This design comes from an exercise in tuning for small area on the open sky130 flow, not from production work.
In this exercise RTL edits were held to simulation tests only and were not proved equivalent to the original.

--- design.v ---
module ascon_permutation (
    input  logic [319:0] state_in,
    input  logic [3:0]   rc,
    output logic [319:0] state_out
);
function automatic [63:0] rot(input [63:0] x, input integer n);
    rot = (x >> n) | (x << (64 - n));
endfunction
logic [63:0] x0, x1, x2, x3, x4;
logic [63:0] a0, a1, a2, a3, a4;
logic [63:0] b0, b1, b2, b3, b4;
always_comb begin
    x0 = state_in[319:256];
    x1 = state_in[255:192];
    x2 = state_in[191:128] ^ {56'd0, ~rc, rc};
    x3 = state_in[127:64];
    x4 = state_in[63:0];
    a0 = x0 ^ x4;
    a4 = x4 ^ x3;
    a2 = x2 ^ x1;
    b0 = a0 ^ (~x1 & a2);
    b1 = x1 ^ (~a2 & x3);
    b2 = a2 ^ (~x3 & a4);
    b3 = x3 ^ (~a4 & a0);
    b4 = a4 ^ (~a0 & x1);
    b1 = b1 ^ b0;
    b0 = b0 ^ b4;
    b3 = b3 ^ b2;
    b2 = ~b2;
    state_out[319:256] = b0 ^ rot(b0, 19) ^ rot(b0, 28);
    state_out[255:192] = b1 ^ rot(b1, 61) ^ rot(b1, 39);
    state_out[191:128] = b2 ^ rot(b2, 1)  ^ rot(b2, 6);
    state_out[127:64]  = b3 ^ rot(b3, 10) ^ rot(b3, 17);
    state_out[63:0]    = b4 ^ rot(b4, 7)  ^ rot(b4, 41);
end
endmodule
module ascon_state_machine (
    input  logic       clk,
    input  logic       rst_n,
    input  logic       msg_start,
    input  logic       msg_last,
    output logic       run,         
    output logic [3:0] rc,
    output logic       absorb,      
    output logic       capture,     
    output logic       hash_ready
);
logic       start_prev;
logic [1:0] sq;
wire block_edge = msg_start & ~start_prev & ~run & ~hash_ready;
wire last_round = (rc == 4'd7);
always_ff @(posedge clk or negedge rst_n) begin
    if (!rst_n) begin
        start_prev <= 1'b0;
        run        <= 1'b0;
        rc         <= 4'd12;
        sq         <= 2'd0;
        hash_ready <= 1'b0;
    end else begin
        start_prev <= msg_start;
        if (run) begin
            rc <= last_round ? 4'd12 : rc + 4'd1;
            if (last_round) begin
                if (!msg_last) begin
                    run <= 1'b0;
                end else if (sq == 2'd3) begin
                    run        <= 1'b0;
                    hash_ready <= 1'b1;
                end else begin
                    sq <= sq + 2'd1;
                end
            end
        end else if (block_edge) begin
            run <= 1'b1;
        end
    end
end
assign absorb  = run & (rc == 4'd12) & (sq == 2'd0);
assign capture = run & (rc == 4'd12) & (sq != 2'd0);
endmodule
module ascon_statmachine_top (
    input logic clk,
    input logic rst_n,
    input logic [63:0] msg_in,
    input logic msg_start,
    input logic msg_last,
    output logic [0:255] hash_out,
    output wire hash_ready
);
localparam [319:0] INIT_STATE = 320'h6a7a78353667c5aac79a235d95b5ac4847cd172ccff3184fa1893074191cd8dc0033ab61e5b0cdbd;
logic [319:0] state;
logic [319:0] round_out;
logic [63:0]  h2, h1, h0;
logic         run, absorb, capture;
logic [3:0]   rc;
ascon_state_machine state_machine (
    .clk(clk),
    .rst_n(rst_n),
    .msg_start(msg_start),
    .msg_last(msg_last),
    .run(run),
    .rc(rc),
    .absorb(absorb),
    .capture(capture),
    .hash_ready(hash_ready)
);
ascon_permutation ascon_permutation (
    .state_in({state[319:256] ^ (msg_in & {64{absorb}}), state[255:0]}),
    .rc(rc),
    .state_out(round_out)
);
always_ff @(posedge clk) begin
    if (!rst_n)
        state <= INIT_STATE;
    else if (run)
        state <= round_out;
end
always_ff @(posedge clk) begin
    if (capture) begin
        h2 <= state[319:256];
        h1 <= h2;
        h0 <= h1;
    end
end
assign hash_out = {state[319:256], h2, h1, h0};
endmodule
--- flow/run.sh ---
#!/bin/bash
# ORFS layout with area-oriented changes. Each tool's output goes to the ORFS
# logs under orfs/logs/ and the make output to synth_make.log / layout_make.log.
#  - synthesis: the standard synthesis script, unchanged except that ABC
#    maps for area (flow/area.abc) and full adders are not extracted first;
#    registers, flattening and renaming are as in the standard synthesis
#  - no timing repair at floorplan (REMOVE_ABC_BUFFERS)
#  - port buffers use the smallest buffer (buf_1) instead of clkdlybuf4s50_1
#  - CTS with clkbuf_16 buffers, large sink clusters and without dummy loads
set -euo pipefail
W=$(pwd)
ABC_SCRIPT="$W/flow/area.abc"
{
  head -n 1 "$W/synth_recipe.tcl"
  sed "s#^source \$::env(SCRIPTS_DIR)/synth_preamble.tcl\$#&\nlset abc_args 1 $ABC_SCRIPT#" "$FLOW_HOME/scripts/synth.tcl"
  tail -n +3 "$W/synth_recipe.tcl"
} > "$W/area_synth.tcl"
grep -q "lset abc_args 1" "$W/area_synth.tcl"
bash standard.sh SYNTH_SCRIPT="$W/area_synth.tcl" ADDER_MAP_FILE= synth > synth_make.log 2>&1
# no sizing pass on the unbuffered area-mapped netlist at floorplan; the
# placement-stage repair_design buffers the high-fanout nets instead
export REMOVE_ABC_BUFFERS=1
export BUFFER_PORTS_ARGS="-buffer_cell sky130_fd_sc_hd__buf_1"
export CTS_ARGS="-sink_clustering_enable -repair_clock_nets -dont_use_dummy_load -buf_list sky130_fd_sc_hd__clkbuf_16 -sink_clustering_size 24 -sink_clustering_max_diameter 120"
bash standard.sh > layout_make.log 2>&1
--- flow/area.abc ---
&get -n
&st
&dch
&nf -R 1000
&put
--- standard.sh ---
#!/bin/bash
# synth_recipe.tcl (not shown) runs the flow's synth.tcl, then flattens the netlist and writes it again
# the make line also repeats each setting of config.mk as NAME=value (left out here)
make -C /OpenROAD-flow-scripts/flow DESIGN_CONFIG=/design/flow/config.mk WORK_HOME=/design/flow/orfs CLKGATE_MAP_FILE= SYNTH_SCRIPT=/design/flow/synth_recipe.tcl "${@:-finish}"
--- config.mk ---
export PLATFORM = sky130hd
export DESIGN_NAME = ascon_statmachine_top
export DESIGN_NICKNAME = ascon_statmachine_top
export VERILOG_FILES = /design/flow/design.v
export SDC_FILE = /design/flow/constraint.sdc
export NUM_CORES = 4
export LEC_CHECK = 0
export CAP_MARGIN = 20
export CORE_MARGIN = 2
export CORE_UTILIZATION = 72
export SLEW_MARGIN = 20
--- constraint.sdc ---
create_clock -name core_clock -period 6.0 [get_ports {clk}]
set_input_delay 1.2000 -clock core_clock [delete_from_list [all_inputs] [get_ports {clk}]]
set_output_delay 1.2000 -clock core_clock [all_outputs]
set_load 0.01 [all_outputs]
==> run summary, run 1 <==
- DIE WIDTH: ~210 um
- I/O pin count: 325
- CP Launch Type: flop
- Setup TNS: 0 ns
- CP peak stage delay: roughly 0.85 ns
- Cell taking the most area after synthesis: xnor2_1
- Post-synth cell types: 27
- Hold Crit Depth: 0
- Worst Min Path Start: h1[62]$_DFFE_PP_
- Max Clock Freq: 202 MHz
- Clock tree sinks: 521
- Core ar.: 40,900 um2
- TritonCTS clock tree: built
- Initial Util: 73.3%
- Post-synthesis async set-or-reset flop share: around 1.7%
- Period utilisation layout: 82.4%
- Setup Crit Path Kind: reg2reg
- Nets: 3,461
- Layout area overhead: 11.2%
- CP dominant cell by count: xnor2_1
- Worst R2R End: state[291]$_SDFFE_PN0P_
- Syn. warnings: 3
- Synth cell count leaders: xnor2_1, xor2_1, dfxtp_1, nand2_1, a21oi_1
- Number of vias per cell: 6.24
- # rows: 74
- First-pass GRT wire length: 150,000 um
- Crit-path max FO: 50
- Status: complete, no violations
- Share of layout cells above drive strength 1: 3.92%
- Critical-path cell list: nand4_1 -> nor3_2 -> buf_4 -> nand2_1 -> xor2_1 -> mux2i_1 -> xnor2_1 -> xor2_1 -> xnor2_1 -> xnor2_1 -> a21oi_1
- CTS root buf: clkbuf_16
- Largest net degree at the start of global routing: 194
- Avg Cell Area, Syn: 10.2 um2
- GRT Overall Usage: 46.6%
- Post-route ant nets: 0
- Antenna diodes: 0
- Critical Path End Type: flop
- Dominant cells by area after synthesis: xnor2_1, dfxtp_1, edfxtp_1
- RSZ-0062 raised after global routing: no
- Worst reg-to-reg setup slack: 1.05 ns
- Htree depth: 1
- Hpwl dp: 80,500 um
- Longest Clk Path Bufs: 3
- Dpl cell area: 32,700 um2
- Post-CTS Setup Inserts: 0
- Hold Crit Endpoint: h0[62]$_DFFE_PP_
- Later-pin clock latency in the skew report: slightly above 0.6 ns
- Worst EP required: 6.44 ns
- Setup violators final: 0
- Vias in the first global route: 23.5k
- Most frequent cell after synthesis: xnor2_1
- Gr ovfl total: 0
- Mapped Cells: approximately 3k
- Total Wirelength: 104,000 um
- Clk_skew: 0.0499 ns
- Initial DRT Pass Iterations: 6
- Initial antenna violation count: 1
- Worst Max-Slew Pin Slew: 1.27 ns
- Post-synth EDFFs: 192
- Worst Reg-to-Reg Cells: 11
- Fin. max-slew vios: 0
- Area share of the largest cell type after synthesis: 24.0%
- Post-route minimum period: 4.95 ns
- Die Ht: 208 um
- Crit path max-delay family: XOR/XNOR gates
- DRC: 0
- Synthesized cell area: 30,000 um2
- Final-report hold violation count: 0
- Die Area: 43,300 um2
- Crit path arrival time: 5.38 ns
- Cts bufs inserted: 25
- Clock slew at reported path FFs: 0.09 ns
- FF-to-FF Start: state_machine.run$_DFF_PN0_
- Post-CTS Hold Buffers: 0
- Final instance area: 33,300 um2
- Slew HR: 14.9%
- Slowest cell on crit path: dfrtp_4
- Initial drt markers: 3,461
- Buf+Inv Stages, Crit Path: 1
- Worst hold-check path type: reg2reg
- Synth Flop Type: dfxtp_1
- Post_cts resized: 0
- Fill cell count: approximately 2.6k
- Count of state elements after synthesis: about 520
- # Max-Cap Violations: 0
- GP Congestion: 1.11
- Buffers on Ports: 324
- Seq/Total Area, Yosys: between 40% and 50%
- Vias: ~24k
- Routed wire per std cell: 26.5 um
[layout by cell type (no fill, tap or decap)]
cell type and count:
nor2b_1 62, a21boi_0 1, dfstp_2 2, buf_12 5, and2_0 4, buf_4 91
dfrtp_4 1, o221ai_1 27, xor2_1 380, dfxtp_1 320, a21o_1 1, a31oi_1 1
xnor2_2 6, dfrtp_1 6, maj3_1 62, edfxtp_1 192, nor2_4 1, nor3_2 1
or2_0 1, buf_1 323, clkbuf_16 25, and3_1 1, nand4_1 2, clkbuf_4 1
a21oi_1 224, nand2_1 308, nand2b_1 2, nand3_1 1, o31ai_1 1, clkinv_1 65
mux2i_1 201, o21ai_0 167, nor2_1 91, o41ai_1 1, xnor2_1 814
[kinds of logic (layout without fill, tap and decap cells)]
logic type / Yosys count / count (layout) / share of synthesized area (%)
xor+xnor: 1200 / 1200 / 35.1
flops: 521 / 521 / 41.4
simple gates: 474 / 474 / 6.54
compound gates: 423 / 423 / 7.44
mux: 201 / 201 / 6.71
buf+inv: 65 / 510 / 0.814
fa+ha+maj: 62 / 62 / 2.07
[layer usage]
layer	part of all wire, %	vias up	GRT usage (%)	routed length, um
li1	-	10700	-	-
met1	36	11700	59.1	37400
met2	43	1671	70.1	44700
met3	12	410	11.7	12900
met4	8.6	2	32.2	8920
met5	0.011	-	0	11
[sequential cells by signal (all words and copies together), names as in the netlist]
| name | count |
|---|---|
| h2 | 64 |
| state | 320 |
| state_machine.sq | 2 |
| h0 | 64 |
| state_machine.rc | 4 |
| state_machine.start_prev | 1 |
| state_machine.run | 1 |
| state_machine.hash_ready | 1 |
| h1 | 64 |
[worst max path at each step]
stage | startpoint | end | slack, ns | cells past startpoint
after CTS | state_machine.run$_DFF_PN0_ | state[293]$_SDFFE_PN1P_ | 1.20 | 12
after global routing | state_machine.run$_DFF_PN0_ | state[264]$_SDFFE_PN1P_ | 1.08 | 13
after floorplan | state_machine.run$_DFF_PN0_ | h0[0]$_DFFE_PP_ | -13.02 | 2
final | state_machine.run$_DFF_PN0_ | state[291]$_SDFFE_PN0P_ | 1.05 | 11
after global placement | state_machine.run$_DFF_PN0_ | state[293]$_SDFFE_PN1P_ | 1.44 | 12
after detailed placement | state_machine.run$_DFF_PN0_ | state[293]$_SDFFE_PN1P_ | 1.23 | 12
[layout make-up]
type,instances,area [um2],share of cell area (%)
clock buffer,25,626,1.88
inverter,65,244,0.732
timing repair buffer,420,2000,6.01
sequential,521,12400,37.2
tap,532,666,2.00
multi-input combinational,2360,17400,52.2
[worst register-to-register path, cell delays in order (launching register included)]
cell     delay, ns
dfrtp_4       0.85
nand4_1       0.34
nor3_2        0.33
buf_4         0.47
nand2_1       0.17
xor2_1        0.30
mux2i_1       0.15
xnor2_1       0.70
xor2_1        0.68
xnor2_1       0.21
xnor2_1       0.46
a21oi_1       0.13
[metrics by stage]
step           utilization (%)  setup WS (ns)  instances  hold slack (ns)
4_1_cts                   81.4           1.20       3923            0.428
3_3_place_gp              79.8           1.44       3898            0.411
5_1_grt                   81.5           1.08       3923            0.445
3_5_place_dp              79.9           1.23       3898            0.431
6_report                  81.5           1.05       3923            0.425
2_1_floorplan                -         -13.02       2946            0.411
==> run 2: changes to the inputs <==
--- a/config.mk
+++ b/config.mk
@@ -8,4 +8,5 @@
 export CAP_MARGIN = 20
 export CORE_MARGIN = 2
-export CORE_UTILIZATION = 72
+export CORE_UTILIZATION = 60
+export GPL_TIMING_DRIVEN = 0
 export SLEW_MARGIN = 20
==> run 2 against run 1 <==
Compared with the run above: fmax fell by 9.3%; count of clock-buffer cells in the layout stayed put; via count shrank 6.3%; area after synthesis stayed put; die area rose by 20%.
==> run summary, run 2 <==
- Status: complete, no violations
- RSZ-0062 raised after global routing: no
- Core ar.: 49,200 um2 (+20%)
- Post-route minimum period: 5.45 ns (+0.504 ns)
- Worst Reg-to-Reg Cells: 13 (+2)
- Vias: 22.9k (-6.3%)
- Commonest non-fill, non-tap cell in the layout: xnor2_1
- Slew HR: 17.5% (+2.6 points)
- Most frequent cells in the layout: xnor2_1, xor2_1, buf_1
- Clock slew at reported path FFs: 0.10 ns (about the same)
- Gr ovfl total: 0 (unchanged)
- Post-synth EDFFs: 192 (unchanged)
- Largest net degree at the start of global routing: 73 (-62%)
- Share of layout cells above drive strength 1: 2.23% (-1.7 points)
- Post-synthesis async set-or-reset flop share: 1.73% (unchanged)
- FF-to-FF Start: state_machine.run$_DFF_PN0_
- Crit-path max FO: 38 (-24%)
- Initial antenna violation count: 1 (unchanged)
- Final-report hold violation count: 0 (unchanged)
- Worst Max-Slew Pin Slew: 1.23 ns (-0.0390 ns)
- Nets: 3,395 (-1.9%)
- Biggest register: state
- Worst Min Path Start: h1[58]$_DFFE_PP_
- Vias in the first global route: 21.3k (-9.1%)
- CP Launch Type: flop
- Initial DRT Pass Iterations: 5 (-1)
- Setup violators final: 0 (unchanged)
- Worst EP required: 6.48 ns (+0.04 ns)
- Seq/Total Area, Yosys: 41.4% (unchanged)
- Fin. max-slew vios: 0 (unchanged)
- CTS root buf: clkbuf_16
- Die Area: 51,800 um2 (+20%)
- Critical Path End Type: flop
- DRC: 0 (unchanged)
- Mapped Cells: 2,946 (unchanged)
- Avg Cell Area, Syn: 10.2 um2 (unchanged)
- Dominant cells by area after synthesis: xnor2_1, dfxtp_1, edfxtp_1
- DIE WIDTH: 228 um (+9.4%)
- Worst R2R End: state[283]$_SDFFE_PN0P_
- Post-synth cell types: 27 (unchanged)
- Hold Crit Endpoint: h0[58]$_DFFE_PP_
- Worst reg-to-reg setup slack: 0.55 ns (-0.50 ns)
- Most frequent cell after synthesis: xnor2_1
- Fin util: 67.8% (-14 points)
- Post-CTS Hold Buffers: 0 (unchanged)
- Synthesized cell area: 30,000 um2 (unchanged)
- Layout area overhead: 11.2% (about the same)
- # Max-Cap Violations: 0 (unchanged)
- Count of state elements after synthesis: 521 (unchanged)
- Worst hold-check path type: reg2reg
- Total Wirelength: 99,200 um (-4.6%)
- Buffers on Ports: 324 (unchanged)
- Number of vias per cell: 5.75 (-7.9%)
- Initial Util: 61.0% (-12 points)
- Die Ht: 228 um (+9.4%)
- Max reg flops: 320 (unchanged)
- I/O pin count: 325 (unchanged)
- Post_cts resized: 0 (unchanged)
- Area share of the largest cell type after synthesis: 24.0% (unchanged)
- TritonCTS clock tree: built
- Setup Crit Path Kind: reg2reg
- Antenna diodes: 0 (unchanged)
- Clock tree sinks: 521 (unchanged)
- Cell taking the most area after synthesis: xnor2_1
- Hold Crit Depth: 0 (unchanged)
- Max Clock Freq: 184 MHz (-9.3%)
- Htree depth: 1 (unchanged)
- # rows: 81 (+9.5%)
- Hpwl dp: 80,300 um (-0.22%)
- Longest Clk Path Bufs: 3 (unchanged)
- Final instance area: 33,300 um2 (about the same)
- Dpl cell area: 32,700 um2 (about the same)
- GP Congestion: 1.01 (-8.8%)
- Post-route ant nets: 0 (unchanged)
- First-pass GRT wire length: 141,000 um (-6.5%)
- Routed wire per std cell: 24.9 um (-6.2%)
- Initial drt markers: 2,376 (-31%)
- Clk_skew: 0.0712 ns (+0.0213 ns)
- Cts bufs inserted: 25 (unchanged)
- Period utilisation layout: 90.8% (+8.4 points)
- Syn. warnings: 3 (unchanged)
- Synth cell count leaders: xnor2_1, xor2_1, dfxtp_1, nand2_1, a21oi_1
- Later-pin clock latency in the skew report: 0.63 ns (+0.02 ns)
- Crit path arrival time: 5.93 ns (+0.55 ns)
- Synth Flop Type: dfxtp_1
- GRT Overall Usage: 37.7% (-9.0 points)
- Post-CTS Setup Inserts: 0 (unchanged)
## run 2: how the worst max path moves through the flow
stage,from,end,cells past startpoint
detailed placement,state_machine.run$_DFF_PN0_,state[292]$_SDFFE_PN1P_,14
global route,state_machine.run$_DFF_PN0_,state[283]$_SDFFE_PN0P_,13
floorplan,state_machine.run$_DFF_PN0_,h0[0]$_DFFE_PP_,2
global placement,state_machine.run$_DFF_PN0_,h0[35]$_DFFE_PP_,2
CTS,state_machine.run$_DFF_PN0_,state[292]$_SDFFE_PN1P_,14
finish,state_machine.run$_DFF_PN0_,state[283]$_SDFFE_PN0P_,13
## run 2: per-layer routing
| layer | vias up | wire length [um] | GRT usage [%] |
|---|---|---|---|
| met4 | 2 | 6440 | 21.1 |
| met3 | 199 | 8060 | 6.16 |
| li1 | 10600 | - | - |
| met2 | 948 | 43800 | 57.4 |
| met5 | - | 11 | 0 |
| met1 | 11200 | 40800 | 51.0 |
## run 2: cell type report
cell class	count	area, um2
multi-input combinational	2360	17400
tap	664	831
inverter	65	244
fill	4018	15800
timing repair buffer	354	1790
sequential	521	12400
clock buffer	25	626
## run 2: kinds of logic after synthesis
group / count (synthesis) / synth area share [%]
AND/OR/NAND/NOR: 474 / 6.54
buffers and inverters: 65 / 0.814
AO/OA/AOI/OAI: 423 / 7.44
adder cells (fa/ha/maj): 62 / 2.07
multiplexers: 201 / 6.71
flip-flops: 521 / 41.4
XOR/XNOR: 1200 / 35.1
## run 2: metrics by stage
stage / setup slack [ns] / instances / setup TNS [ns] / hold WS [ns]
after global routing: 0.342 / 3989 / 0 / 0.442
final: 0.551 / 3989 / 0 / 0.421
after detailed placement: 0.710 / 3964 / 0 / 0.430
after floorplan: -13.02 / 2946 / -5230.74 / 0.411
after global placement: -19.64 / 3934 / -8923.92 / 0.418
after CTS: 0.711 / 3989 / 0 / 0.429
## run 2: critical path: stages (launching register included)
cell	delay (ns)
dfrtp_4	0.76
nand4_1	0.30
nor3_2	0.36
buf_4	0.27
buf_4	0.22
buf_4	0.20
nand2_1	0.10
xor2_1	0.45
mux2i_1	0.18
xnor2_1	0.58
xor2_1	0.83
xor2_1	0.17
xnor2_1	0.76
a21oi_1	0.14
==> run 3: changes to the inputs <==
--- a/config.mk
+++ b/config.mk
@@ -8,5 +8,5 @@
 export CAP_MARGIN = 20
 export CORE_MARGIN = 2
-export CORE_UTILIZATION = 60
+export CORE_UTILIZATION = 72
 export GPL_TIMING_DRIVEN = 0
 export SLEW_MARGIN = 20
==> run 3 against run 2 <==
Compared with the run above: still clean on timing, DRC and antenna; register-to-register slack improved by 0.14 ns; via count increased by 4.4%; global-route usage increased by 6.7 points; sequential share of layout area increased by 0.27 points; non-clock buffer count decreased by 2; wire length decreased by 0.29%; critical path depth unchanged; count of clock-buffer cells in the layout unchanged.
==> run summary, run 3 <==
- Post-synthesis async set-or-reset flop share: 1.73% (unchanged)
- Critical-path cell list: nand4_1 -> nor3_2 -> buf_4 -> buf_4 -> nand2_1 -> xor2_1 -> mux2i_1 -> xnor2_1 -> xor2_1 -> xor2_1 -> xnor2_1 -> mux2i_1 -> nand2_1
- Area share of the largest cell type after synthesis: 24.0% (unchanged)
- Vias in the first global route: 22.7k (+6.3%)
- Clk_skew: 0.0420 ns (-0.0293 ns)
- Post-Place Cells: 3,830 (-3.4%)
- Initial Util: 73.3% (+12 points)
- Commonest non-fill, non-tap cell in the layout: xnor2_1
- Fin. max-slew vios: 0 (unchanged)
- Post-synth EDFFs: 192 (unchanged)
- Dominant cells by area after synthesis: xnor2_1, dfxtp_1, edfxtp_1
- Largest net degree at the start of global routing: 80 (+9.6%)
- Crit path max-delay family: XOR/XNOR gates
- DIE WIDTH: 208 um (-8.6%)
- Critical Path End Type: flop
- Initial drt markers: 3,298 (+39%)
- Syn. warnings: 3 (unchanged)
- Hpwl dp: 77,500 um (-3.4%)
- CP peak stage delay: 1.02 ns (+0.19 ns)
- # Max-Cap Violations: 0 (unchanged)
- Longest Clk Path Bufs: 3 (unchanged)
- Clock slew at reported path FFs: 0.10 ns (about the same)
- Max Clock Freq: 188 MHz (+2.7%)
- I/O pin count: 325 (unchanged)
- Period utilisation layout: 88.5% (-2.3 points)
- Layout area overhead: 10.4%
- Buf+Inv Stages, Crit Path: 2 (-1)
- Slowest cell on crit path: xor2_1
- Synth Flop Type: dfxtp_1
- Cell taking the most area after synthesis: xnor2_1
- Slew HR: 13.9% (-3.7 points)
- Fill cell count: 2,672 (-33%)
- Antenna diodes: 0 (unchanged)
- Worst hold-check path type: reg2reg
- DRC: 0 (unchanged)
- Pre-CTS WS: 0.986 ns (+0.276 ns)
- Buffers on Ports: 324 (unchanged)
- GRT Overall Usage: 44.3% (+6.7 points)
- Post_cts resized: 0 (unchanged)
- Nets: 3,393 (-0.059%)
- Total Wirelength: 98,900 um (-0.29%)
- Mapped Cells: 2,946 (unchanged)
- Synth cell count leaders: xnor2_1, xor2_1, dfxtp_1, nand2_1, a21oi_1
- Gr ovfl total: 0 (unchanged)
- RSZ-0062 raised after global routing: no
- Post-route minimum period: 5.31 ns (-0.141 ns)
- Most frequent cells in the layout: xnor2_1, xor2_1, buf_1
- Avg Cell Area, Syn: 10.2 um2 (unchanged)
- Post-synth cell types: 27 (unchanged)
- Cts bufs inserted: 25 (unchanged)
- Post-route ant nets: 0 (unchanged)
- Status: complete, no violations
- Post-CTS Hold Buffers: 0 (unchanged)
- Number of vias per cell: 6.21 (+8.0%)
- Final-report hold violation count: 0 (unchanged)
- Vias: 23.9k (+4.4%)
- Setup violators final: 0 (unchanged)
- GP Congestion: 1.07 (+5.3%)
- Most frequent cell after synthesis: xnor2_1
- Initial antenna violation count: 2 (+1)
- Seq/Total Area, Yosys: 41.4% (unchanged)
- Worst EP required: 6.53 ns (+0.05 ns)
- CTS root buf: clkbuf_16
- Routed wire per std cell: 25.6 um (+3.2%)
- Layout Cells excl Fill: 3,855 (-3.4%)
- Biggest register: state
- Crit-path max FO: 37 (-2.6%)
- Die Area: 43,300 um2 (-16%)
- Worst Max-Slew Pin Slew: 1.28 ns (+0.0546 ns)
- CP Launch Type: flop
- CP dominant cell by count: xor2_1
- Synthesized cell area: 30,000 um2 (unchanged)
- First-pass GRT wire length: 143,000 um (+1.8%)
- # rows: 74 (-8.6%)
- Htree depth: 1 (unchanged)
- Final setup margin: 0.691 ns (+0.141 ns)
- Core ar.: 40,900 um2 (-17%)
- Initial DRT Pass Iterations: 6 (+1)
- Later-pin clock latency in the skew report: 0.61 ns (-0.02 ns)
- Die Ht: 208 um (-8.6%)
- Share of layout cells above drive strength 1: 1.99% (-0.24 points)
- Crit path arrival time: 5.84 ns (-0.09 ns)
- Clock tree sinks: 521 (unchanged)
- Max reg flops: 320 (unchanged)
- Setup Crit Path Kind: reg2reg
- Count of state elements after synthesis: 521 (unchanged)
- Post-CTS Setup Inserts: 0 (unchanged)
- WHS: 0.419 ns (-0.00196 ns)
- TritonCTS clock tree: built
==> run 3: worst paths after layout <==
check                                             from                         endpoint  slack, ns  cells after the start
hold / removal                         h1[7]$_DFFE_PP_                  h0[7]$_DFFE_PP_       0.42                      0
hold reg to reg                        h1[7]$_DFFE_PP_                  h0[7]$_DFFE_PP_       0.42                      0
setup reg to reg           state_machine.run$_DFF_PN0_          state[292]$_SDFFE_PN1P_       0.69                     13
setup / recovery           state_machine.run$_DFF_PN0_          state[292]$_SDFFE_PN1P_       0.69                     13
min in group asynchronous                        rst_n  state_machine.sq[0]$_DFFE_PN0P_       0.69                      1
max in group asynchronous                        rst_n  state_machine.rc[2]$_DFFE_PN1P_       4.58                      2
==> run 3: cell families after synthesis <==
group | share of synthesized area [%]
compound gates | 7.44
xor+xnor | 35.1
fa+ha+maj | 2.07
buf+inv | 0.814
flops | 41.4
mux | 6.71
simple gates | 6.54
==> run 3: cell type report <==
class,count,area [um2],share of cell area (%)
well taps,532,666,2.01
flip-flops and latches,521,12400,37.5
inverters,65,244,0.737
multi-input cells,2360,17400,52.6
clock buffers,25,626,1.89
repair buffers,352,1760,5.31
==> run 3: per-layer routing <==
metal  vias to the layer above  wire, um  GRT usage [%]
li1                      10600         -              -
met1                     11500     36700           56.8
met2                      1493     43700           68.6
met3                       320     10600           8.83
met4                         4      7840           28.9
met5                         -        20              0
==> run 3: through the flow <==
stage	area [um2]	util (%)	TNS [ns]
after global placement	31900	77.9	-8652.65
after floorplan	30000	-	-5230.74
after detailed placement	32400	79.3	0
after CTS	33100	80.8	0
after global routing	33100	80.9	0
final	33100	80.9	0
==> run 4: changes to the inputs <==
--- a/config.mk
+++ b/config.mk
@@ -6,7 +6,7 @@
 export NUM_CORES = 4
 export LEC_CHECK = 0
-export CAP_MARGIN = 20
+export CAP_MARGIN = 0
 export CORE_MARGIN = 2
 export CORE_UTILIZATION = 72
 export GPL_TIMING_DRIVEN = 0
-export SLEW_MARGIN = 20
+export SLEW_MARGIN = 0
==> run 4 against run 3 <==
Compared with the run above: now fails the layout checks on max-capacitance violations, max-slew violations; area after synthesis unchanged; sequential cell count unchanged; setup slack got worse by 0.23 ns; global-route usage about the same; first-iteration DRC count decreased by 1.8%; final cell count decreased by 0.18%; non-clock buffer count decreased by 7; cell area decreased by 0.45%; synthesized cell count unchanged.
==> run summary, run 4 <==
- Storage cell area: 12,400 um2 (unchanged)
- Post-CTS Setup Inserts: 0 (unchanged)
- Area share of the largest cell type after synthesis: 24.0% (unchanged)
- Period utilisation layout: 92.4% (+3.9 points)
- Initial antenna violation count: 2 (unchanged)
- Worst Reg-to-Reg Cells: 12 (-1)
- Initial drt markers: 3,240 (-1.8%)
- Worst Max-Slew Pin Slew: 1.51 ns (+0.222 ns)
- Buf+Inv Stages, Crit Path: 1 (-1)
- Cell taking the most area after synthesis: xnor2_1
- Most frequent cells in the layout: xnor2_1, xor2_1, buf_1
- GP Congestion: 1.07 (unchanged)
- Critical Path End Type: flop
- Crit path arrival time: 6.08 ns (+0.24 ns)
- Critical-path cell list: nand4_1 -> nor3_2 -> buf_6 -> nand2_1 -> xor2_1 -> mux2i_1 -> xnor2_1 -> xor2_1 -> xor2_1 -> xnor2_1 -> mux2i_1 -> nand2_1
- Clk_skew: 0.0391 ns (-0.00287 ns)
- Max Clock Freq: 180 MHz (-4.2%)
- Hpwl dp: 77,300 um (-0.36%)
- Post-synth cell types: 27 (unchanged)
- Post-CTS Hold Buffers: 0 (unchanged)
- Synth Flop Type: dfxtp_1
- Antenna diodes: 0 (unchanged)
- Core ar.: 40,900 um2 (unchanged)
- Slew HR: -1.06% (-15 points)
- Violated checks: max-capacitance violations, max-slew violations
- Cts bufs inserted: 25 (unchanged)
- Post_cts resized: 0 (unchanged)
- Worst Min Path Start: h1[28]$_DFFE_PP_
- Htree depth: 1 (unchanged)
- Gr ovfl total: 0 (unchanged)
- Largest net degree at the start of global routing: 97 (+21%)
- Status: failed layout checks
- Nets: 3,386 (-0.21%)
- DRC: 0 (unchanged)
- Hold Crit Depth: 0 (unchanged)
- Die Ht: 208 um (unchanged)
- # Max-Cap Violations: 1 (+1)
- First-pass GRT wire length: 144,000 um (+0.33%)
- Die Area: 43,300 um2 (unchanged)
- CTS root buf: clkbuf_16
- Crit path max-delay family: XOR/XNOR gates
- Worst R2R End: state[292]$_SDFFE_PN1P_
- Share of layout cells above drive strength 1: 1.60% (-0.39 points)
- Later-pin clock latency in the skew report: 0.61 ns (about the same)
- Post-synthesis async set-or-reset flop share: 1.73% (unchanged)
- Commonest non-fill, non-tap cell in the layout: xnor2_1
- Worst reg-to-reg setup slack: 0.46 ns (-0.23 ns)
- Layout area overhead: 9.91%
- # rows: 74 (unchanged)
- Layout Cells excl Fill: 3,848 (-0.18%)
- CP Launch Type: flop
- Dominant cells by area after synthesis: xnor2_1, dfxtp_1, edfxtp_1
- FF-to-FF Start: state_machine.rc[3]$_DFFE_PN1P_
- Slowest cell on crit path: xor2_1
- CP dominant cell by count: xor2_1
- Syn. warnings: 3 (unchanged)
- Routed wire per std cell: 25.6 um (about the same)
- Area of the multi-input gates: 17,400 um2 (-0.26%)
- RSZ-0062 raised after global routing: no
- Setup TNS: 0 ns (unchanged)
- Final-report hold violation count: 0 (unchanged)
- Initial DRT Pass Iterations: 8 (+2)
- TritonCTS clock tree: built
- Crit-path max FO: 15 (-59%)
- Post-route ant nets: 0 (unchanged)
- Setup Crit Path Kind: reg2reg
- Clock tree sinks: 521 (unchanged)
- Clock slew at reported path FFs: 0.11 ns (about the same)
- Fill cell count: 2,660 (-0.45%)
- Initial Util: 73.3% (unchanged)
- Number of vias per cell: 6.23 (+0.36%)
- Max reg flops: 320 (unchanged)
- Fin. max-slew vios: 5 (+5)
- Vias in the first global route: 23.0k (+1.6%)
- Hold Crit Endpoint: h0[28]$_DFFE_PP_
- DIE WIDTH: 208 um (unchanged)
- Post-synth EDFFs: 192 (unchanged)
- I/O pin count: 325 (unchanged)
- Buffers on Ports: 324 (unchanged)
- Most frequent cell after synthesis: xnor2_1
- Post-Place Cells: 3,823 (-0.18%)
- CP peak stage delay: 1.06 ns (+0.04 ns)
- Vias: 24.0k (+0.18%)
- Total Wirelength: 98,700 um (-0.20%)
- Worst EP required: 6.53 ns (about the same)
- Seq/Total Area, Yosys: 41.4% (unchanged)
- Count of state elements after synthesis: 521 (unchanged)
- Longest Clk Path Bufs: 3 (unchanged)
- Avg Cell Area, Syn: 10.2 um2 (unchanged)
- Synthesized cell area: 30,000 um2 (unchanged)
- Post-route minimum period: 5.54 ns (+0.235 ns)
- Synth cell count leaders: xnor2_1, xor2_1, dfxtp_1, nand2_1, a21oi_1
- Worst hold-check path type: reg2reg
- Mapped Cells: 2,946 (unchanged)
- Biggest register: state
- Setup violators final: 0 (unchanged)
- GRT Overall Usage: 44.3% (about the same)
run 4: cells by family (layout without fill, tap and decap cells):
logic type | Yosys count | in the layout | synth area share [%]
muxes | 201 | 201 | 6.71
adders and majority gates | 62 | 62 | 2.07
buffers and inverters | 65 | 435 | 0.814
DFF | 521 | 521 | 41.4
and+or+nand+nor | 474 | 474 | 6.54
xor gates and xnor gates | 1200 | 1200 | 35.1
AOI/OAI and AO/OA | 423 | 423 | 7.44
run 4: stage by stage:
step	hold WS [ns]	instance area [um2]	setup WS (ns)	utilization [%]
after floorplan	0.411	30000	-13.02	-
after global placement	0.420	31900	-18.99	77.9
after detailed placement	0.432	32300	0.793	79.0
after CTS	0.439	32900	0.748	80.5
after global routing	0.455	32900	0.499	80.5
final	0.433	32900	0.457	80.5
run 4: layer usage:
metal	wire length, um	vias to the layer above	GRT usage, %	part of all wire [%]
met4	8390	4	30.2	8.5
met5	23	-	0	0.023
met2	43100	1596	67.5	44
met3	10900	364	8.23	11
met1	36300	11400	57.6	37
li1	-	10600	-	-
run 4: how the worst max path moves through the flow:
stage / cells after the start / to / slack [ns] / start
3_3_place_gp: 2 / h0[23]$_DFFE_PP_ / -18.99 / state_machine.run$_DFF_PN0_
6_report: 12 / state[292]$_SDFFE_PN1P_ / 0.46 / state_machine.rc[3]$_DFFE_PN1P_
4_1_cts: 12 / state[292]$_SDFFE_PN1P_ / 0.75 / state_machine.rc[3]$_DFFE_PN1P_
2_1_floorplan: 2 / h0[0]$_DFFE_PP_ / -13.02 / state_machine.run$_DFF_PN0_
5_1_grt: 12 / state[292]$_SDFFE_PN1P_ / 0.50 / state_machine.rc[3]$_DFFE_PN1P_
3_5_place_dp: 13 / state[308]$_SDFFE_PN1P_ / 0.79 / state_machine.rc[3]$_DFFE_PN1P_
run 4: final cells by class:
cell class	instances	share of cell area, %
repair buffers	345	5.02
inverters	65	0.740
clock buffers	25	1.90
flip-flops and latches	521	37.6
well taps	532	2.02
multi-input cells	2360	52.7
==> run 5: changes to the inputs <==
--- a/config.mk
+++ b/config.mk
@@ -6,7 +6,7 @@
 export NUM_CORES = 4
 export LEC_CHECK = 0
-export CAP_MARGIN = 0
+export CAP_MARGIN = 10
 export CORE_MARGIN = 2
 export CORE_UTILIZATION = 72
 export GPL_TIMING_DRIVEN = 0
-export SLEW_MARGIN = 0
+export SLEW_MARGIN = 10
==> run 5 against run 4 <==
Compared with the run above: fmax decreased by 3.6%; final cell count rose by 0.10%; first-iteration DRC count is 1.0% higher; sequential cell count stayed put; now clean on timing, DRC and antenna; utilization rose by 0.12 points.
==> run summary, run 5 <==
- Clock tree sinks: 521 (unchanged)
- WHS: 0.427 ns (-0.00585 ns)
- Crit path arrival time: 6.29 ns (+0.21 ns)
- Layout Cells excl Fill: 3,852 (+0.10%)
- Most frequent cells in the layout: xnor2_1, xor2_1, buf_1
- Routed wire per std cell: 25.8 um (+0.56%)
- Share of layout cells above drive strength 1: 1.75% (+0.15 points)
- Critical Path End Type: flop
- CP dominant cell by count: xnor2_1
- DIE WIDTH: 208 um (unchanged)
- Worst Setup SP: state_machine.run$_DFF_PN0_
- CP peak stage delay: 0.86 ns (-0.20 ns)
- FF-to-FF Start: state_machine.run$_DFF_PN0_
- Final instance area: 33,000 um2 (+0.15%)
- Post-synth EDFFs: 192 (unchanged)
- Setup Crit Path Kind: reg2reg
- CTS root buf: clkbuf_16
- Die Ht: 208 um (unchanged)
- RSZ-0062 raised after global routing: no
- Slowest cell on crit path: dfrtp_4
- Post-route minimum period: 5.75 ns (+0.205 ns)
- Hpwl dp: 77,200 um (about the same)
- Biggest register: state
- Synth Flop Type: dfxtp_1
- Largest net degree at the start of global routing: 87 (-10%)
- Worst Min Path Start: h1[7]$_DFFE_PP_
- Post-synth cell types: 27 (unchanged)
- Initial drt markers: 3,273 (+1.0%)
- TritonCTS clock tree: built
- Max reg flops: 320 (unchanged)
- Initial antenna violation count: 1 (-1)
- Crit path max-delay family: XOR/XNOR gates
- Dominant cells by area after synthesis: xnor2_1, dfxtp_1, edfxtp_1
- Initial Util: 73.3% (unchanged)
- Count of state elements after synthesis: 521 (unchanged)
- Post-Place Cells: 3,825 (+0.052%)
- Nets: 3,389 (+0.089%)
- Crit-path max FO: 38 (+23)
- Clk_skew: 0.0411 ns (+0.00194 ns)
- DRC: 0 (unchanged)
- Synth Area in Adders: 2.07% (unchanged)
- GRT Overall Usage: 44.0% (-0.28 points)
- Post-route ant nets: 0 (unchanged)
- Largest family of logic cells by synthesized area: XOR/XNOR gates
- Vias: 23.9k (-0.28%)
- Worst Max-Slew Pin Slew: 1.36 ns (-0.140 ns)
- Synth cell count leaders: xnor2_1, xor2_1, dfxtp_1, nand2_1, a21oi_1
- Final-report hold violation count: 0 (unchanged)
- Worst EP required: 6.54 ns (about the same)
- Cell taking the most area after synthesis: xnor2_1
- I/O pin count: 325 (unchanged)
- Seq/Total Area, Yosys: 41.4% (unchanged)
- Synthesized cell area: 30,000 um2 (unchanged)
- CP Launch Type: flop
- GP Congestion: 1.07 (unchanged)
- # rows: 74 (unchanged)
- Gr ovfl total: 0 (unchanged)
- Dpl cell area: 32,300 um2 (about the same)
- Fin util: 80.6% (+0.12 points)
- Slew HR: 8.36% (+9.4 points)
- Fill cell count: 2,661 (+0.038%)
- Buf+Inv Stages, Crit Path: 3 (+2)
- Mapped Cells: 2,946 (unchanged)
- Avg Cell Area, Syn: 10.2 um2 (unchanged)
- Post-synthesis async set-or-reset flop share: 1.73% (unchanged)
- Fin. max-slew vios: 0 (-5)
- Area share of the largest cell type after synthesis: 24.0% (unchanged)
- Vias in the first global route: 22.8k (-1.1%)
- Status: complete, no violations
- Multiplexer share of the synthesized area: 6.71% (unchanged)
- Longest Clk Path Bufs: 3 (unchanged)
- Most frequent cell after synthesis: xnor2_1
- Htree depth: 1 (unchanged)
- Initial DRT Pass Iterations: 8 (unchanged)
- # Max-Cap Violations: 0 (-1)
- Cts bufs inserted: 25 (unchanged)
- Synth Area in Simple Gates: 6.54% (unchanged)
- Number of vias per cell: 6.20 (-0.38%)
- Later-pin clock latency in the skew report: 0.62 ns (about the same)
- Layout area overhead: 10.1%
- Period utilisation layout: 95.8% (+3.4 points)
- Die Area: 43,300 um2 (unchanged)
- First-pass GRT wire length: 142,000 um (-0.94%)
- Post-synthesis compound-gate area fraction: 7.44% (unchanged)
- Critical-path cell list: nand4_1 -> nor3_2 -> buf_6 -> buf_4 -> buf_4 -> nand2_1 -> xor2_1 -> mux2i_1 -> xnor2_1 -> xor2_1 -> xnor2_1 -> xnor2_1 -> mux2i_1 -> nand2_1
- Total Wirelength: 99,300 um (+0.66%)
- Setup violators final: 0 (unchanged)
- Core ar.: 40,900 um2 (unchanged)
- Clock slew at reported path FFs: 0.10 ns (about the same)
- Max Clock Freq: 174 MHz (-3.6%)
- Commonest non-fill, non-tap cell in the layout: xnor2_1
- Buffers on Ports: 324 (unchanged)
- Syn. warnings: 3 (unchanged)
- Post-Synth XOR/XNOR Area: 35.1% (unchanged)
- Worst hold-check path type: reg2reg
run 5: cell counts after synthesis:
No cell type changed its count.
run 5: logic make-up after synthesis:
group | Yosys count
buffers and inverters | 65
xor gates and xnor gates | 1200
and+or+nand+nor | 474
muxes | 201
AOI/OAI and AO/OA | 423
adders and majority gates | 62
DFF | 521
run 5: metal layers:
metal / track usage [%] / vias up / share of wire (%)
met5: 0 / - / 0.012
met4: 28.5 / 2 / 7.8
met3: 9.39 / 353 / 11
met2: 68.4 / 1522 / 44
met1: 56.0 / 11500 / 36
li1: - / 10600 / -
run 5: path summary, 6_finish.rpt:
path / endpoint / slack [ns] / depth (start not counted)
setup / recovery: state[302]$_SDFFE_PN1P_ / 0.25 / 14
hold / removal: h0[7]$_DFFE_PP_ / 0.43 / 0
setup reg to reg: state[302]$_SDFFE_PN1P_ / 0.25 / 14
hold reg to reg: h0[7]$_DFFE_PP_ / 0.43 / 0
max in group asynchronous: state_machine.rc[2]$_DFFE_PN1P_ / 4.84 / 2
min in group asynchronous: state_machine.sq[0]$_DFFE_PN0P_ / 0.53 / 1
run 5: cell type report:
| cell class | instances | area, um2 | area share, % |
|---|---|---|---|
| Antenna cell | 1 | 2.50 | 0.00758 |
| Multi-Input combinational cell | 2360 | 17400 | 52.6 |
| Sequential cell | 521 | 12400 | 37.6 |
| Timing Repair Buffer | 348 | 1690 | 5.11 |
| Clock buffer | 25 | 626 | 1.90 |
| Inverter | 65 | 244 | 0.739 |
| Tap cell | 532 | 666 | 2.02 |
run 5: stage by stage:
step	worst slack, ns	TNS [ns]
after floorplan	-13.02	-5230.74
after global placement	-18.99	-8652.65
after detailed placement	0.354	0
after CTS	0.271	0
after global routing	0.221	0
final	0.251	0
run 5: what timing repair did:
item,CTS,global route
hold endpoints to repair,0,0
resized for setup,0,1
hold buffers,0,0
buffers inserted,0,1
endpoints found under the setup margin,0,2
==> run 6: changes to the inputs <==
--- a/flow/run.sh
+++ b/flow/run.sh
@@ -21,4 +21,6 @@
 # placement-stage repair_design buffers the high-fanout nets instead
 export REMOVE_ABC_BUFFERS=1
+# repair_design buffers high-fanout nets with small buffers only
+export DONT_USE_CELLS="sky130_fd_sc_hd__buf_6 sky130_fd_sc_hd__buf_8 sky130_fd_sc_hd__buf_12 sky130_fd_sc_hd__buf_16 sky130_fd_sc_hd__bufbuf_8 sky130_fd_sc_hd__bufbuf_16"
 export BUFFER_PORTS_ARGS="-buffer_cell sky130_fd_sc_hd__buf_1"
 export CTS_ARGS="-sink_clustering_enable -repair_clock_nets -dont_use_dummy_load -buf_list sky130_fd_sc_hd__clkbuf_16 -sink_clustering_size 24 -sink_clustering_max_diameter 120"
--- a/config.mk
+++ b/config.mk
@@ -6,7 +6,7 @@
 export NUM_CORES = 4
 export LEC_CHECK = 0
-export CAP_MARGIN = 10
+export CAP_MARGIN = 20
 export CORE_MARGIN = 2
 export CORE_UTILIZATION = 72
 export GPL_TIMING_DRIVEN = 0
-export SLEW_MARGIN = 10
+export SLEW_MARGIN = 20
==> run 6 against run 5 <==
Compared with the run above: worst hold slack worse by 0.0082 ns; non-clock buffer count is 4 higher; register-to-register slack gained 0.44 ns.
==> run summary, run 6 <==
- Post-synthesis async set-or-reset flop share: 1.73% (unchanged)
- Antenna diodes: 0 (-1)
- RSZ-0062 raised after global routing: no
- Clock tree sinks: 521 (unchanged)
- # rows: 74 (unchanged)
- Slew HR: 13.9% (+5.5 points)
- Worst Reg-to-Reg Cells: 13 (-1)
- Initial DRT Pass Iterations: 6 (-2)
- Initial Util: 73.3% (unchanged)
- Crit path max-delay family: XOR/XNOR gates
- Largest net degree at the start of global routing: 80 (-8.0%)
- Cts bufs inserted: 25 (unchanged)
- Hold Crit Depth: 0 (unchanged)
- First-pass GRT wire length: 143,000 um (+0.62%)
- Post-route minimum period: 5.31 ns (-0.440 ns)
- Gr ovfl total: 0 (unchanged)
- CP dominant cell by count: xor2_1
- Buffers on Ports: 324 (unchanged)
- Critical Path End Type: flop
- Post-Place Cells: 3,830 (+0.13%)
- Syn. warnings: 3 (unchanged)
- Critical path depth in cells: 13 (-1)
- Area of the multi-input gates: 17,400 um2 (+0.17%)
- Fill cell count: 2,672 (+0.41%)
- Worst hold-check path type: reg2reg
- GP Congestion: 1.07 (unchanged)
- Seq/Total Area, Yosys: 41.4% (unchanged)
- Slowest cell on crit path: xor2_1
- Area share of the largest cell type after synthesis: 24.0% (unchanged)
- Most frequent cells in the layout: xnor2_1, xor2_1, buf_1
- Core ar.: 40,900 um2 (unchanged)
- Worst EP required: 6.53 ns (about the same)
- Most frequent cell after synthesis: xnor2_1
- Routed wire per std cell: 25.6 um (-0.53%)
- Post-CTS Hold Buffers: 0 (unchanged)
- Fin. max-slew vios: 0 (unchanged)
- Synth Flop Type: dfxtp_1
- WHS: 0.419 ns (-0.00818 ns)
- Setup violators final: 0 (unchanged)
- Initial drt markers: 3,298 (+0.76%)
- Count of state elements after synthesis: 521 (unchanged)
- Post-route ant nets: 0 (unchanged)
- Hpwl dp: 77,500 um (+0.46%)
- Commonest non-fill, non-tap cell in the layout: xnor2_1
- DRC: 0 (unchanged)
- Nets: 3,393 (+0.12%)
- Later-pin clock latency in the skew report: 0.61 ns (about the same)
- Max Clock Freq: 188 MHz (+8.3%)
- Layout Cells excl Fill: 3,855 (+0.078%)
- Buf+Inv Stages, Crit Path: 2 (-1)
- CTS root buf: clkbuf_16
- Vias: 23.9k (+0.096%)
- Die Area: 43,300 um2 (unchanged)
- I/O pin count: 325 (unchanged)
- Post-synth EDFFs: 192 (unchanged)
- Cell taking the most area after synthesis: xnor2_1
- Worst Max-Slew Pin Slew: 1.28 ns (-0.0819 ns)
- Share of layout cells above drive strength 1: 1.99% (+0.24 points)
- Storage cell area: 12,400 um2 (unchanged)
- GRT Overall Usage: 44.3% (+0.27 points)
- Layout area overhead: 10.4%
- Dominant cells by area after synthesis: xnor2_1, dfxtp_1, edfxtp_1
- CP Launch Type: flop
- Final-report hold violation count: 0 (unchanged)
- Critical-path cell list: nand4_1 -> nor3_2 -> buf_4 -> buf_4 -> nand2_1 -> xor2_1 -> mux2i_1 -> xnor2_1 -> xor2_1 -> xor2_1 -> xnor2_1 -> mux2i_1 -> nand2_1
- Status: complete, no violations
- Die Ht: 208 um (unchanged)
- Setup Crit Path Kind: reg2reg
- Longest Clk Path Bufs: 3 (unchanged)
- Vias in the first global route: 22.7k (-0.47%)
- Synth cell count leaders: xnor2_1, xor2_1, dfxtp_1, nand2_1, a21oi_1
- Total Wirelength: 98,900 um (-0.46%)
- Post-synth cell types: 27 (unchanged)
- Post-CTS Setup Inserts: 0 (unchanged)
- DIE WIDTH: 208 um (unchanged)
- Max reg flops: 320 (unchanged)
- Number of vias per cell: 6.21 (about the same)
- Htree depth: 1 (unchanged)
- Avg Cell Area, Syn: 10.2 um2 (unchanged)
- Biggest register: state
- Synthesized cell area: 30,000 um2 (unchanged)
- Crit path arrival time: 5.84 ns (-0.45 ns)
- Period utilisation layout: 88.5% (-7.3 points)
- Post_cts resized: 0 (unchanged)
- Clk_skew: 0.0420 ns (+0.000935 ns)
- TritonCTS clock tree: built
- Mapped Cells: 2,946 (unchanged)
- Crit-path max FO: 37 (-2.6%)
- Initial antenna violation count: 2 (+1)
- Clock slew at reported path FFs: 0.10 ns (about the same)
- # Max-Cap Violations: 0 (unchanged)
- CP peak stage delay: 1.02 ns (+0.16 ns)
run 6: cell count changes in the layout (fill, tap and decap cells not counted), sizes merged:
| cell | previous run | this run |
|---|---|---|
| diode | 1 | 0 |
| buf | 348 | 352 |
run 6: area by class of cell:
class,count,share of cell area (%)
Sequential cell,521,37.5
Tap cell,532,2.01
Multi-Input combinational cell,2360,52.6
Timing Repair Buffer,352,5.31
Inverter,65,0.737
Clock buffer,25,1.89
run 6: per-stage QoR:
step	worst slack, ns	TNS [ns]	utilization, %	cell area, um2
after floorplan	-13.02	-5230.74	-	30000
after global placement	-18.99	-8652.65	77.9	31900
after detailed placement	0.986	0	79.3	32400
after CTS	0.912	0	80.8	33100
after global routing	0.579	0	80.9	33100
final	0.691	0	80.9	33100
run 6: cells by family (layout without fill, tap and decap cells):
kind of cell    Yosys count  count (layout)  synth area share [%]
fa+ha+maj                62              62                  2.07
simple gates            474             474                  6.54
mux                     201             201                  6.71
buf+inv                  65             442                 0.814
compound gates          423             423                  7.44
flops                   521             521                  41.4
xor+xnor               1200            1200                  35.1
run 6: path summary, 6_finish.rpt:
path	slack [ns]	endpoint	start
worst max-delay path	0.69	state[292]$_SDFFE_PN1P_	state_machine.run$_DFF_PN0_
worst min-delay path	0.42	h0[7]$_DFFE_PP_	h1[7]$_DFFE_PP_
worst max register to register	0.69	state[292]$_SDFFE_PN1P_	state_machine.run$_DFF_PN0_
worst min register to register	0.42	h0[7]$_DFFE_PP_	h1[7]$_DFFE_PP_
max in group asynchronous	4.58	state_machine.rc[2]$_DFFE_PN1P_	rst_n
min in group asynchronous	0.69	state_machine.sq[0]$_DFFE_PN0P_	rst_n
run 6: layer usage:
metal  wire [um]  global-route usage [%]
met3       10600                    8.83
met5          20                       0
met2       43700                    68.6
met1       36700                    56.8
met4        7840                    28.9
run 6: worst reg2reg max path, cell delays in order (launching register included):
cell and delay (ns):
dfrtp_4 0.74, nand4_1 0.28, nor3_2 0.33, buf_4 0.28
buf_4 0.24, nand2_1 0.09, xor2_1 0.33, mux2i_1 0.16
xnor2_1 0.72, xor2_1 1.02, xor2_1 0.18, xnor2_1 0.63
mux2i_1 0.16, nand2_1 0.10
==> run 7: changes to the inputs <==
--- a/design.v
+++ b/design.v
@@ -57,6 +57,10 @@
         sq         <= 2'd0;
         hash_ready <= 1'b0;
+        absorb     <= 1'b0;
+        capture    <= 1'b0;
     end else begin
         start_prev <= msg_start;
+        absorb     <= block_edge;
+        capture    <= run & last_round & msg_last & (sq != 2'd3);
         if (run) begin
             rc <= last_round ? 4'd12 : rc + 4'd1;
@@ -76,6 +80,4 @@
     end
 end
-assign absorb  = run & (rc == 4'd12) & (sq == 2'd0);
-assign capture = run & (rc == 4'd12) & (sq != 2'd0);
 endmodule
 module ascon_statmachine_top (
--- a/flow/run.sh
+++ b/flow/run.sh
@@ -21,6 +21,4 @@
 # placement-stage repair_design buffers the high-fanout nets instead
 export REMOVE_ABC_BUFFERS=1
-# repair_design buffers high-fanout nets with small buffers only
-export DONT_USE_CELLS="sky130_fd_sc_hd__buf_6 sky130_fd_sc_hd__buf_8 sky130_fd_sc_hd__buf_12 sky130_fd_sc_hd__buf_16 sky130_fd_sc_hd__bufbuf_8 sky130_fd_sc_hd__bufbuf_16"
 export BUFFER_PORTS_ARGS="-buffer_cell sky130_fd_sc_hd__buf_1"
 export CTS_ARGS="-sink_clustering_enable -repair_clock_nets -dont_use_dummy_load -buf_list sky130_fd_sc_hd__clkbuf_16 -sink_clustering_size 24 -sink_clustering_max_diameter 120"
==> run 7 against run 6 <==
Compared with the run above: cell area decreased by 0.69%; clock skew decreased by 0.0085 ns; setup slack improved by 0.51 ns; critical path type unchanged; fmax increased by 11%; worst hold slack improved by 0.011 ns; first-iteration DRC count increased by 0.97%; global-route usage increased by 0.25 points; final cell count decreased by 0.60%.
==> run summary, run 7 <==
- Post-CTS Setup Inserts: 0 (unchanged)
- Worst EP required: 6.53 ns (about the same)
- Crit-path max FO: 33 (-11%)
- Crit path arrival time: 5.32 ns (-0.52 ns)
- Worst hold-check path type: reg2reg
- TritonCTS clock tree: built
- First-pass GRT wire length: 143,000 um (about the same)
- Cell taking the most area after synthesis: xnor2_1
- Clock tree sinks: 523 (+0.38%)
- Post-CTS Hold Buffers: 0 (unchanged)
- Vias: 23.7k (-1.1%)
- Routed wire per std cell: 25.8 um (+0.43%)
- Cts bufs inserted: 25 (unchanged)
- FF-to-FF Start: state_machine.absorb$_DFF_PN0_
- Core ar.: 40,800 um2 (-0.23%)
- Initial drt markers: 3,330 (+0.97%)
- Layout area overhead: 10.2%
- Post_cts resized: 0 (unchanged)
- DIE WIDTH: 208 um (-0.24%)
- Post-Place Cells: 3,805 (-0.65%)
- Post-route minimum period: 4.79 ns (-0.514 ns)
- CP Launch Type: flop
- Htree depth: 1 (unchanged)
- Critical Path End Type: flop
- Nets: 3,368 (-0.74%)
- Pre-CTS WS: 1.42 ns (+0.436 ns)
- Setup violators final: 0 (unchanged)
- Vias in the first global route: 22.5k (-0.82%)
- Period utilisation layout: 79.9% (-8.6 points)
- Seq/Total Area, Yosys: 41.7% (+0.37 points)
- Layout Cells excl Fill: 3,832 (-0.60%)
- Synth Area in Adders: 0.638% (-1.4 points)
- Mapped Cells: 2,929 (-0.58%)
- I/O pin count: 325 (unchanged)
- Setup Crit Path Kind: reg2reg
- Initial DRT Pass Iterations: 8 (+2)
- Post-synth EDFFs: 192 (unchanged)
- Longest Clk Path Bufs: 3 (unchanged)
- Initial antenna violation count: 4 (+2)
- Commonest non-fill, non-tap cell in the layout: xnor2_1
- Post-synthesis compound-gate area fraction: 7.13% (-0.31 points)
- Most frequent cell after synthesis: xnor2_1
- Syn. warnings: 3 (unchanged)
- Clk_skew: 0.0335 ns (-0.00853 ns)
- Slew HR: 15.1% (+1.2 points)
- Post-route ant nets: 0 (unchanged)
- Die Ht: 208 um (-0.24%)
- Worst Setup SP: state_machine.absorb$_DFF_PN0_
- Largest family of logic cells by synthesized area: XOR/XNOR gates
- # Max-Cap Violations: 0 (unchanged)
- GP Congestion: 1.09 (+1.6%)
- Largest net degree at the start of global routing: 74 (-7.5%)
- Worst Min Path Start: state_machine.start_prev$_DFF_PN0_
- Fin util: 80.5% (-0.38 points)
- Worst Max-Slew Pin Slew: 1.26 ns (-0.0182 ns)
- Biggest register: state
- Synth Flop Type: dfxtp_1
- Area share of the largest cell type after synthesis: 25.2% (+1.2 points)
- RSZ-0062 raised after global routing: no
- Multiplexer share of the synthesized area: 5.64% (-1.1 points)
- Max Clock Freq: 209 MHz (+11%)
- Final setup margin: 1.21 ns (+0.514 ns)
- Post-synth cell types: 26 (-3.7%)
- Hpwl dp: 77,200 um (-0.50%)
- Gr ovfl total: 0 (unchanged)
- Post-synthesis async set-or-reset flop share: 2.10% (+0.38 points)
- Initial Util: 73.1% (-0.20 points)
- Total Wirelength: 98,700 um (-0.17%)
- Number of vias per cell: 6.17 (-0.54%)
- Max reg flops: 320 (unchanged)
- Die Area: 43,100 um2 (-0.48%)
- Buffers on Ports: 324 (unchanged)
- Share of layout cells above drive strength 1: 1.73% (-0.26 points)
- Clock slew at reported path FFs: 0.10 ns (about the same)
- Synth cell count leaders: xnor2_1, xor2_1, nand2_1, dfxtp_1, a21oi_1
- DRC: 0 (unchanged)
- Dominant cells by area after synthesis: xnor2_1, dfxtp_1, edfxtp_1
- Final-report hold violation count: 0 (unchanged)
- CTS root buf: clkbuf_16
- Post-Synth XOR/XNOR Area: 36.9% (+1.8 points)
- Avg Cell Area, Syn: 10.2 um2 (about the same)
- Later-pin clock latency in the skew report: 0.60 ns (about the same)
- Fin. max-slew vios: 0 (unchanged)
- Synthesized cell area: 29,800 um2 (-0.50%)
- Synth Area in Simple Gates: 7.67% (+1.1 points)
- # rows: 74 (unchanged)
- Status: complete, no violations
- Most frequent cells in the layout: xnor2_1, xor2_1, nand2_1
- GRT Overall Usage: 44.6% (+0.25 points)
- Count of state elements after synthesis: 523 (+0.38%)
## run 7: cell families after synthesis
logic type                 after synthesis
adders and majority gates               19
and+or+nand+nor                        527
muxes                                  168
buffers and inverters                   22
xor gates and xnor gates              1257
DFF                                    523
AOI/OAI and AO/OA                      413
## run 7: final timing paths
path                                              endpoint  depth (start not counted)  slack, ns
setup / recovery                   state[273]$_SDFFE_PN1P_                         12       1.21
hold / removal              state_machine.absorb$_DFF_PN0_                          1       0.43
setup reg to reg                   state[273]$_SDFFE_PN1P_                         12       1.21
hold reg to reg             state_machine.absorb$_DFF_PN0_                          1       0.43
max in group asynchronous  state_machine.rc[3]$_DFFE_PN1P_                          2       4.60
min in group asynchronous   state_machine.absorb$_DFF_PN0_                          1       0.70
## run 7: layout make-up
| class | count | area (um2) |
|---|---|---|
| tap | 532 | 666 |
| clock buffer | 25 | 626 |
| inverter | 22 | 82.6 |
| antenna | 2 | 5.00 |
| timing repair buffer | 344 | 1690 |
| sequential | 523 | 12500 |
| multi-input combinational | 2384 | 17300 |
| fill | 2600 | 7960 |
## run 7: metrics by stage
step	instance area (um2)	hold WS [ns]	TNS, ns
global route	32900	0.446	0
global placement	31700	0.413	-2706.61
floorplan	29800	0.398	-1377.06
finish	32900	0.430	0
detailed placement	32200	0.430	0
CTS	32800	0.434	0
## run 7: critical path, cell delays in order, from the launching register on
cell	delay (ns)
dfrtp_4	0.70
buf_12	0.24
nand2_1	0.10
xor2_1	0.56
xor2_1	0.34
nand2_1	0.14
xnor2_1	0.83
nand2_1	0.10
o21ai_0	0.41
xor2_1	0.19
xnor2_1	0.70
mux2i_1	0.21
nand2_1	0.14
## run 7: routing by layer
metal	track usage, %	wire length [um]	vias to the layer above
li1	-	-	10400
met1	56.8	36000	11300
met2	68.1	43200	1504
met3	10.4	11600	362
met4	29.1	7850	4
met5	1.56	21	-

port drivers added, routing unchanged:
The flow's constraints put no driver on any port. The routed layouts listed below were extracted and timed again, unchanged, in two steps. Step 1, drivers: a clkbuf_16 drives clk and a buf_2 each remaining input, both assumed. Step 2, shift: input delay + t, output delay - t, t = (earliest + latest rising clock arrival at the registers) / 2. This alone moves slack from input paths to output paths. a / b / c = no drivers / after step 1 / after step 2; a / b = the first two.
run | shift t [ns] | slack for setup (ns) | cell pins on the clock port's net
run 1 | 0.647 | 1.055 / 1.055 / 1.055 | 1
run 2 | 0.653 | 0.551 / 0.551 / 0.551 | 1
run 3 | 0.654 | 0.691 / 0.691 / 0.691 | 1
run 4 | 0.651 | 0.457 / 0.457 / 0.457 | 1
run 5 | 0.661 | 0.251 / 0.251 / 0.251 | 1
run 6 | 0.654 | 0.691 / 0.691 / 0.691 | 1
run 7 | 0.650 | 1.206 / 1.206 / 0.937 | 1
The setup slack of run 7, which loses most, moves by 0.000 ns with the drivers and by -0.269 ns with both steps.
